This is an optimization exercise on Yosys and OpenROAD, whose aim is small area, a short achievable clock period and few clock cycles, not a production implementation. No activity file was given, so power comes from the tool's default toggle rates.

== run A ==
==> flow/design.v <==
`timescale 1ns / 1ps
module SimpleCPU(clk, rst, data_fromRAM, wrEn, addr_toRAM, data_toRAM);
input clk, rst;
input wire [31:0] data_fromRAM;
output wire wrEn;
output wire [9:0] addr_toRAM;
output wire [31:0] data_toRAM;
localparam ADD = 3'd0, NAND = 3'd1, SRL = 3'd2, LT = 3'd3,
           CP  = 3'd4, CPI  = 3'd5, BZJ = 3'd6, MUL = 3'd7;
localparam S_FW  = 3'd0,   
           S_DEC = 3'd1,   
           S_G1  = 3'd2,
           S_G2  = 3'd3,
           S_G3  = 3'd4,
           S_EX  = 3'd5,   
           S_M   = 3'd6,   
           S_BT  = 3'd7;   
reg [2:0]  state;
reg [9:0]  pc;
reg [9:0]  addr;
reg        wr;
reg [2:0]  op;
reg        im;
reg [9:0]  fa;
reg [31:0] r1, r2;
reg [4:0]  cnt;
reg        first, sleft, sodd, sbig;
reg        rs;            
wire       ltf = sodd;    
reg        ltw;           
wire [31:0] d = data_fromRAM;
assign wrEn       = wr & ~rst;
assign addr_toRAM = addr;
assign data_toRAM = ltw ? {31'd0, ltf} : r2;
wire [9:0] pc1 = pc + 10'd1;
reg  [1:0]  xsel;    
reg         xand;    
reg         xneg;
reg  [2:0]  ysel;    
reg         cin;
reg  [31:0] ay;
wire [31:0] m1 = ({32{xsel == 2'd1}} & ({32{~xand}} | r2))
               | ({32{xsel == 2'd3}} & {18'd0, 14'h3fff});
wire [31:0] m2 = {32{xsel == 2'd2}};
wire [31:0] ax = ((d & m1) | ({d[30:0], 1'b0} & m2)) ^ {32{xneg}};
always @(*) begin
	case (ysel)
	3'd1: ay = r2;
	3'd2: ay = {r2[29:0], 2'b00};
	3'd3: ay = {1'b0, r2[31:1]};
	3'd4: ay = {2'b00, r2[31:2]};
	default: ay = 32'd0;
	endcase
end
wire [33:0] asum0 = {1'b0, ax, 1'b1} + {1'b0, ay, cin};
wire [32:0] asum = asum0[33:1];
wire       mwin = sleft;
wire [2:0] bd = mwin ? {r1[17:16] & {2{~first}}, r1[15]} : r1[31:29];
wire booth_zero = (bd == 3'b000) || (bd == 3'b111);
wire booth_two  = (bd == 3'b011) || (bd == 3'b100);
wire booth_neg  = bd[2] && !booth_zero;
function [4:0] srl_cnt(input [5:0] n);
	srl_cnt = {1'b0, n[4:1]} + {4'd0, n[0] & ~n[5]};
endfunction
reg [2:0]  state_n;
reg        wr_n;
reg [4:0]  cnt_n;
reg        first_n, sleft_n, sodd_n, sbig_n;
reg        a_A, a_B, a_pc1, a_pc, a_sum;
reg [9:0]  addr_n;
wire dec_big = |d[13:6];
wire g2_big  = |d[31:6];
wire g2_short = ~|d[31:16];
wire dop_is_mul = (d[31:29] == MUL);
wire [4:0] g2_cnt = g2_big ? 5'd0 : srl_cnt(d[5:0]);
wire is_alu = (op == ADD) || (op == NAND) || (op == LT);
always @(*) begin
	state_n   = state;
	wr_n      = 1'b0;
	cnt_n     = cnt - 5'd1;
	first_n   = first;
	sleft_n   = sleft;
	sodd_n    = sodd;
	sbig_n    = sbig;
	a_A       = 1'b0;
	a_B       = 1'b0;
	a_pc1     = 1'b0;
	a_pc      = 1'b0;
	a_sum     = 1'b0;
	xsel      = 2'd0;
	xneg      = 1'b0;
	xand      = 1'b0;
	ysel      = 3'd1;
	cin       = 1'b0;
	case (state)
	S_FW: state_n = S_DEC;
	S_DEC: begin
		xsel      = 2'd3;
		ysel      = 3'd0;
		first_n   = 1'b1;
		sleft_n   = dop_is_mul | d[5];
		sodd_n    = d[0];
		sbig_n    = dec_big;
		cnt_n     = dop_is_mul ? 5'd8 : (dec_big ? 5'd1 : srl_cnt(d[5:0]) + 5'd1);
		if (wr && addr == pc) begin
			a_pc    = 1'b1;
			state_n = S_FW;
		end else if (d[28] && d[31:29] == CP) begin
			a_pc1   = 1'b1;
			state_n = S_EX;
		end else begin
			a_A     = d[28] && d[31:29] != CPI;
			a_B     = !(d[28] && d[31:29] != CPI);
			state_n = S_G1;
		end
	end
	S_G1: begin
		state_n = S_G2;
		if (im && is_alu) begin
			a_pc1   = 1'b1;
			state_n = S_EX;
		end else if (im && (op == MUL || op == SRL)) begin
			a_pc1   = (cnt == 5'd1);
			state_n = S_M;
		end else if (op == CP) begin
			a_pc1   = 1'b1;
			state_n = S_EX;
		end else if (op == BZJ && !im) begin
			a_pc1   = 1'b1;
		end else if (op == BZJ) begin
			xsel    = 2'd0;
			ysel    = 3'd1;
			a_sum   = 1'b1;
		end
	end
	S_G2: begin
		state_n = S_EX;
		case (op)
		ADD, NAND, LT: begin
			xsel  = 2'd1;
			ysel  = 3'd0;
			a_pc1 = 1'b1;
		end
		MUL: begin
			sleft_n = g2_short;
			cnt_n   = g2_short ? 5'd8 : 5'd15;
			state_n = S_M;
		end
		SRL: begin
			sleft_n = d[5];
			sodd_n  = d[0];
			sbig_n  = g2_big;
			cnt_n   = (g2_cnt == 5'd0) ? 5'd1 : g2_cnt;
			state_n = (g2_cnt == 5'd0) ? S_G3 : S_M;
		end
		CPI: if (im) begin
			xsel  = 2'd1;
			ysel  = 3'd0;
			a_pc1 = 1'b1;
		end else begin
			a_B     = 1'b1;
			state_n = S_G3;
		end
		BZJ: if (im) begin
			xsel    = 2'd1;
			a_sum   = 1'b1;
			state_n = (d[9:0] == 10'd0) ? S_DEC : S_FW;
		end else if (d != 32'd0) begin
			state_n = S_DEC;
		end else begin
			state_n = S_BT;
		end
		default: ;
		endcase
	end
	S_G3: begin
		a_pc1   = 1'b1;
		state_n = (op == SRL) ? S_M : S_EX;
	end
	S_EX: begin
		wr_n    = 1'b1;
		state_n = S_DEC;
		case (op)
		ADD: xsel = 2'd1;
		LT: begin
			xsel    = 2'd1;
			xneg    = 1'b1;
			sodd_n  = asum[32];
		end
		NAND: begin
			xsel  = 2'd1;
			xand  = 1'b1;
			xneg  = 1'b1;
			ysel  = 3'd0;
		end
		CP: if (!im) begin
			xsel  = 2'd1;
			ysel  = 3'd0;
		end
		CPI: if (im) a_B = 1'b1; else begin
			xsel  = 2'd1;
			ysel  = 3'd0;
		end
		default: ;
		endcase
	end
	S_M: begin
		first_n = 1'b0;
		if (op == MUL) begin
			xsel     = booth_zero ? 2'd0 : (booth_two ? 2'd2 : 2'd1);
			xneg     = booth_neg;
			cin      = booth_neg;
			ysel     = first ? 3'd0 : 3'd2;
		end else if (sbig) begin
			ysel  = 3'd0;
		end else if (first) begin
			xsel  = (sleft && sodd) ? 2'd2 : 2'd1;
			ysel  = 3'd0;
		end else begin
			ysel   = sleft ? 3'd2 : (sodd ? 3'd3 : 3'd4);
			sodd_n = 1'b0;
		end
		a_pc1 = (cnt == 5'd1);
		if (cnt == 5'd0) begin
			wr_n    = 1'b1;
			state_n = S_DEC;
		end
	end
	S_BT: begin
		first_n = 1'b0;
		if (!first) begin
			a_B     = 1'b1;
			state_n = S_FW;
		end
	end
	endcase
	if (rst) wr_n = 1'b0;
	if (rs) begin
		state_n = S_FW;
		wr_n    = 1'b0;
	end
	addr_n = ({10{a_A}}   & d[23:14])
	       | ({10{a_B}}   & d[9:0])
	       | ({10{a_pc1}} & pc1)
	       | ({10{a_pc}}  & pc)
	       | ({10{a_sum}} & asum[9:0])
	       | ({10{!(a_A || a_B || a_pc1 || a_pc || a_sum)}} & fa);
	if (rs) addr_n = 10'd0;
end
always @(posedge clk) begin
	state <= state_n;
	addr  <= addr_n;
	if (rs || a_pc1 || a_sum || (state == S_BT && !first)) pc <= addr_n;
	rs    <= rst;
	ltw   <= (state == S_EX) && (op == LT);
	wr    <= wr_n;
	cnt   <= cnt_n;
	first <= first_n;
	sleft <= sleft_n;
	sodd  <= sodd_n;
	sbig  <= sbig_n;
	if (state == S_DEC) begin
		op <= d[31:29];
		im <= d[28];
		fa <= d[23:14];
	end
	if (state == S_DEC || state == S_G2) r1 <= d;
	else                                 r1 <= {r1[29:0], 2'b00};
	r2    <= asum[31:0];
end
endmodule
Settings: LEC_CHECK=0, CAP_MARGIN=20, CORE_MARGIN=2, CORE_UTILIZATION=40, SLEW_MARGIN=20; clock period 10.0 ns.
standard.sh (not shown) runs the stock make flow with config.mk's settings and CLKGATE_MAP_FILE= SYNTH_SCRIPT=/design/flow/synth_recipe.tcl, a recipe that flattens the netlist after the stock synthesis.
==> flow/flow/run.sh <==
#!/bin/bash
# Standard ORFS layout, with repair_timing aiming past the clock period the
# SDC states so that the achieved period gets as short as the design allows,
# and plain buffers on the ports.
set -euo pipefail
export SETUP_SLACK_MARGIN=5.5
export CTS_ARGS="-sink_clustering_enable -repair_clock_nets -dont_use_dummy_load"
export BUFFER_PORTS_ARGS="-buffer_cell sky130_fd_sc_hd__buf_2"
bash standard.sh > standard.log 2>&1
#### Input delta (run B over run A)
diff --git a/flow/design.v b/flow/design.v
--- a/flow/design.v
+++ b/flow/design.v
@@ -26,13 +26,12 @@
 reg [4:0]  cnt;
 reg        first, sleft, sodd, sbig;
 reg        rs;            
 wire       ltf = sodd;    
-reg        ltw;           
 wire [31:0] d = data_fromRAM;
 assign wrEn       = wr & ~rst;
 assign addr_toRAM = addr;
-assign data_toRAM = ltw ? {31'd0, ltf} : r2;
+assign data_toRAM = r2;
 wire [9:0] pc1 = pc + 10'd1;
 reg  [1:0]  xsel;    
 reg         xand;    
 reg         xneg;
@@ -115,10 +114,12 @@
 		end
 	end
 	S_G1: begin
 		state_n = S_G2;
-		if (im && is_alu) begin
-			a_pc1   = 1'b1;
+		if (im && is_alu && op != LT) begin
+			a_pc1   = 1'b1;
+			state_n = S_EX;
+		end else if (im && op == LT) begin
 			state_n = S_EX;
 		end else if (im && (op == MUL || op == SRL)) begin
 			a_pc1   = (cnt == 5'd1);
 			state_n = S_M;
@@ -138,9 +139,9 @@
 		case (op)
 		ADD, NAND, LT: begin
 			xsel  = 2'd1;
 			ysel  = 3'd0;
-			a_pc1 = 1'b1;
+			a_pc1 = (op != LT);
 		end
 		MUL: begin
 			sleft_n = g2_short;
 			cnt_n   = g2_short ? 5'd8 : 5'd15;
@@ -185,8 +186,12 @@
 		LT: begin
 			xsel    = 2'd1;
 			xneg    = 1'b1;
 			sodd_n  = asum[32];
+			wr_n    = 1'b0;
+			a_pc1   = 1'b1;
+			cnt_n   = 5'd0;
+			state_n = S_M;
 		end
 		NAND: begin
 			xsel  = 2'd1;
 			xand  = 1'b1;
@@ -205,9 +210,12 @@
 		endcase
 	end
 	S_M: begin
 		first_n = 1'b0;
-		if (op == MUL) begin
+		if (op == LT) begin
+			ysel     = 3'd0;
+			cin      = ltf;
+		end else if (op == MUL) begin
 			xsel     = booth_zero ? 2'd0 : (booth_two ? 2'd2 : 2'd1);
 			xneg     = booth_neg;
 			cin      = booth_neg;
 			ysel     = first ? 3'd0 : 3'd2;
@@ -251,9 +259,8 @@
 	state <= state_n;
 	addr  <= addr_n;
 	if (rs || a_pc1 || a_sum || (state == S_BT && !first)) pc <= addr_n;
 	rs    <= rst;
-	ltw   <= (state == S_EX) && (op == LT);
 	wr    <= wr_n;
 	cnt   <= cnt_n;
 	first <= first_n;
 	sleft <= sleft_n;
### Flow results
- The final area of run B falls short of that of run A by 2.8%.
- Global-route met2 utilization, run B and run A: larger value in run A
- Looking at wire length, run B sits 650 um lower than run A does.
- In run B the total power turned out 0.44 mW higher than in run A.
- Proportion of synthesized chip area in sequential cells in run B is 0.71 points higher than in run A
- Detailed route, run B vs run A: via total lower for run B
No functional check of the RTL was part of any run of this note.

==> static timing again, ports no longer ideal <==
The results above use ideal ports. As a check the final layouts listed here were re-extracted and re-timed, cells and wires unchanged. Step 1 sets driving cells, clkbuf_16 on the clock port and buf_2 on the other inputs (assumed; they add their load-dependent delay and slew). Step 2 adds t to the input delays and takes it off the output delays; t is the mean of the earliest and latest rising clock arrival at the registers after step 1. Input paths then give back, and output paths get back, about the clock's delay inside the block. Slacks: ideal / step 1 / step 2; pairs: ideal / step 1.
run | t, ns | setup slack, ns | worst hold slack (ns) | worst setup path at the end | worst register clock-pin slew, ns
run A | 0.462 | 5.610 / 5.625 / 5.164 | 0.415 / 0.415 / 0.415 | input to register | 0.06 / 0.06
run B | 0.397 | 5.610 / 5.623 / 5.227 | 0.410 / 0.410 / 0.410 | input to register | 0.07 / 0.07
After both steps every run listed still meets setup and hold. The setup slack of run A, which loses most, moves by +0.015 ns with the drivers and by -0.446 ns with both steps.
